Context: an optimization exercise on an open-source flow, tuned for small area. The choices shown serve that exercise and are no tape-out recipe. Only simulation tests tie the RTL to the original design; equivalence was not proved. No driver is modelled on the clock port, so clock power and skew are understated where the tree is cut down; a real chip needs a root buffer or a tree. Power figures rest on the tool's default switching activity, not on a simulated workload.

## job 4712
// uart_main
module uart_main(clkInput, rstInput, rxInput, recvData, recvCompFlag,
					  txOutput, sendData, sendStart, sendCompFlag);
==> flow/config.mk <==
export PLATFORM = sky130hd
export DESIGN_NAME = uart_main
export DESIGN_NICKNAME = uart_main
export VERILOG_FILES = /design/flow/design.v
export SDC_FILE = /design/flow/constraint.sdc
export NUM_CORES = 4
export LEC_CHECK = 0
export CAP_MARGIN = 20
export CORE_AREA = 2.5 2.5 61.5 61.5
export DIE_AREA = 0 0 64 64
export SLEW_MARGIN = 20
==> flow/constraint.sdc <==
create_clock -name core_clock -period 20.0 [get_ports {clkInput}]
set_input_delay 4.0000 -clock core_clock [delete_from_list [all_inputs] [get_ports {clkInput}]]
set_output_delay 4.0000 -clock core_clock [all_outputs]
set_load 0.01 [all_outputs]
standard.sh (not shown) runs the stock make flow with config.mk's settings and CLKGATE_MAP_FILE= SYNTH_SCRIPT=/design/flow/synth_recipe.tcl, a recipe that flattens the netlist after the stock synthesis.
==> flow/flow/run.sh <==
#!/bin/bash
# The standard ORFS layout (standard.sh) with these changes:
#  - after the standard synthesis, the combinational logic between the
#    registers is mapped again by ABC with an area-oriented script (the
#    registers, their cells and names are kept); the result is checked
#    equivalent to the standard netlist with Yosys, else the standard one is used;
#  - the port buffers use the smallest buffer cell;
#  - the clock tree is the single inverter that synthesis puts in front of
#    the falling-edge registers, sized to drive every register clock pin,
#    instead of cloned inverters and a buffer tree (see pre_cts.tcl).
# Each tool's output goes to a log file in the work folder.
set -euo pipefail
W=$(pwd)
R=$W/orfs/results/sky130hd/uart_main/base
export BUFFER_PORTS_ARGS="-buffer_cell sky130_fd_sc_hd__buf_1"
export PRE_CTS_TCL=$W/flow/pre_cts.tcl
export CLK_INV_CELLS="inv_4 inv_6 inv_8 clkinv_8 inv_12 inv_16 clkinv_16"
export CLK_SLEW_NS=0.095
export RESYN_LIB=$FLOW_HOME/platforms/sky130hd/lib/sky130_fd_sc_hd__tt_025C_1v80.lib

bash standard.sh synth > $W/synth.log 2>&1
cp $R/1_2_yosys.v $W/std_netlist.v
export RESYN_IN=$W/std_netlist.v RESYN_OUT=$W/resyn_netlist.v RESYN_ABC=$W/flow/area.abc
if yosys -c $W/flow/resyn.tcl > $W/resyn.log 2>&1 \
   && python3 $W/flow/cutregs.py $RESYN_IN $RESYN_IN.cut.v \
   && python3 $W/flow/cutregs.py $RESYN_OUT $RESYN_OUT.cut.v \
   && yosys -c $W/flow/equiv.tcl > $W/equiv.log 2>&1; then
  cp $W/resyn_netlist.v $R/1_2_yosys.v
  rm -f $R/1_synth.odb $R/1_synth.sdc
  echo "using the re-mapped netlist" > $W/resyn.result
else
  echo "re-mapping failed or not equivalent: using the standard netlist" > $W/resyn.result
fi
bash standard.sh > $W/standard.log 2>&1
Other scripts of this flow, unchanged in this note and not shown: flow/flow/area.abc, flow/flow/cutregs.py, flow/flow/equiv.tcl, flow/flow/pre_cts.tcl, flow/flow/resyn.tcl
Inputs modified between job 4712 and job 1472:
Settings: putting CORE_MARGIN at 2 where nothing was set; putting CORE_UTILIZATION at 70 where nothing was set; clearing DIE_AREA, which used to be 0 0 64 64; clearing CORE_AREA, which used to be 2.5 2.5 61.5 61.5.
Results
- Measured against job 1472, the die area of job 4712 comes out at 1.4 times the reference value.
- Job 1472 against job 4712: worst vdd rail ir drop went down, routed wire length down about 5.6%, sequential share of cell area went up, power density normalized to cell area went down by 0.52 nW/um^2, global placement routability congestion picked up an extra about 17%.
No run of this note takes its clock network from TritonCTS; it comes from the design's own scripts or RTL.

* * *

job 101:
Starting RTL as in the previous note.
clock: 20.0 ns
lec_check: 0
cap_margin: 20
core_margin: 2
core_utilization: 40
slew_margin: 20
==> flow/flow/run.sh <==
#!/bin/bash
# Standard ORFS layout with two changes: the port buffers are the smallest
# buffer, and the clock inverter in front of the falling-edge registers is
# not cloned before clock tree synthesis.
set -euo pipefail
W=$(pwd)
export BUFFER_PORTS_ARGS="-buffer_cell sky130_fd_sc_hd__buf_1"
export PRE_CTS_TCL=$W/flow/pre_cts.tcl
bash standard.sh > $W/standard.log 2>&1
==> flow/flow/pre_cts.tcl <==
proc repair_clock_inverters { args } {
  puts "repair_clock_inverters skipped"
}
Job 101 closes out successfully: all stages finished, all timing, DRC and antenna checks passed.
The following lists how job 102 was set up differently from job 101:
==> flow/flow/run.sh <==
#!/bin/bash
# The standard ORFS layout with two changes made through ORFS's own hooks:
# the port buffers use the smallest buffer cell, and the clock tree is a single
# inverter (the one synthesis puts in front of the falling-edge registers),
# sized to drive every register, instead of cloned inverters plus a buffer tree.
set -euo pipefail
W=$(pwd)
export BUFFER_PORTS_ARGS="-buffer_cell sky130_fd_sc_hd__buf_1"
export PRE_CTS_TCL=$W/flow/pre_cts.tcl
export CLK_INV_CELL=${CLK_INV_CELL:-sky130_fd_sc_hd__inv_8}
bash standard.sh > $W/standard.log 2>&1
==> flow/flow/pre_cts.tcl <==
# Sourced by ORFS's cts.tcl before it clones clock inverters and runs CTS.
# The clock port drives one inverter, which drives every register; upsize that
# inverter so it alone drives the clock pins, and skip the cloning and the tree.
proc repair_clock_inverters { args } {
  puts "repair_clock_inverters: skipped (single clock inverter)"
}
proc clock_tree_synthesis { args } {
  set block [ord::get_db_block]
  set clk_port [lindex [sdc::get_port_or_pin_names [get_ports -of_objects [get_clocks]]] 0]
  set net [[$block findBTerm $clk_port] getNet]
  set loads [$net getITerms]
  if { [llength $loads] != 1 } { error "clock port drives [llength $loads] pins, expected 1" }
  set inst [[lindex $loads 0] getInst]
  set master [[$inst getMaster] getName]
  if { ![string match "sky130_fd_sc_hd__*inv*" $master] } { error "clock port drives $master" }
  puts "clock inverter [$inst getName]: $master -> $::env(CLK_INV_CELL)"
  replace_cell [$inst getName] $::env(CLK_INV_CELL)
  set onet [[$inst findITerm Y] getNet]
  $onet setSigType CLOCK
  $net setSigType CLOCK
  puts "clock inverter drives [llength [$onet getITerms]] pins"
}
--- outcome ---
Job 102 did not make it past clock tree synthesis, where a tool error ended it. For number of enable flip-flop cells after synthesis, job 102 and job 101 come out practically identical. From job 101 to job 102 the numbers moved as follows: total placed cells including tap cells level; sequential area share after synthesis level; adder and majority gate portion of the synthesized area level; placement-stage worst setup slack level; netlist area before placement level. Synthesized-area fraction occupied by and/or/nand/nor cells: job 102 vs job 101 identical. From job 102 to job 101, count of unique library cells instantiated by Yosys did not move at all.
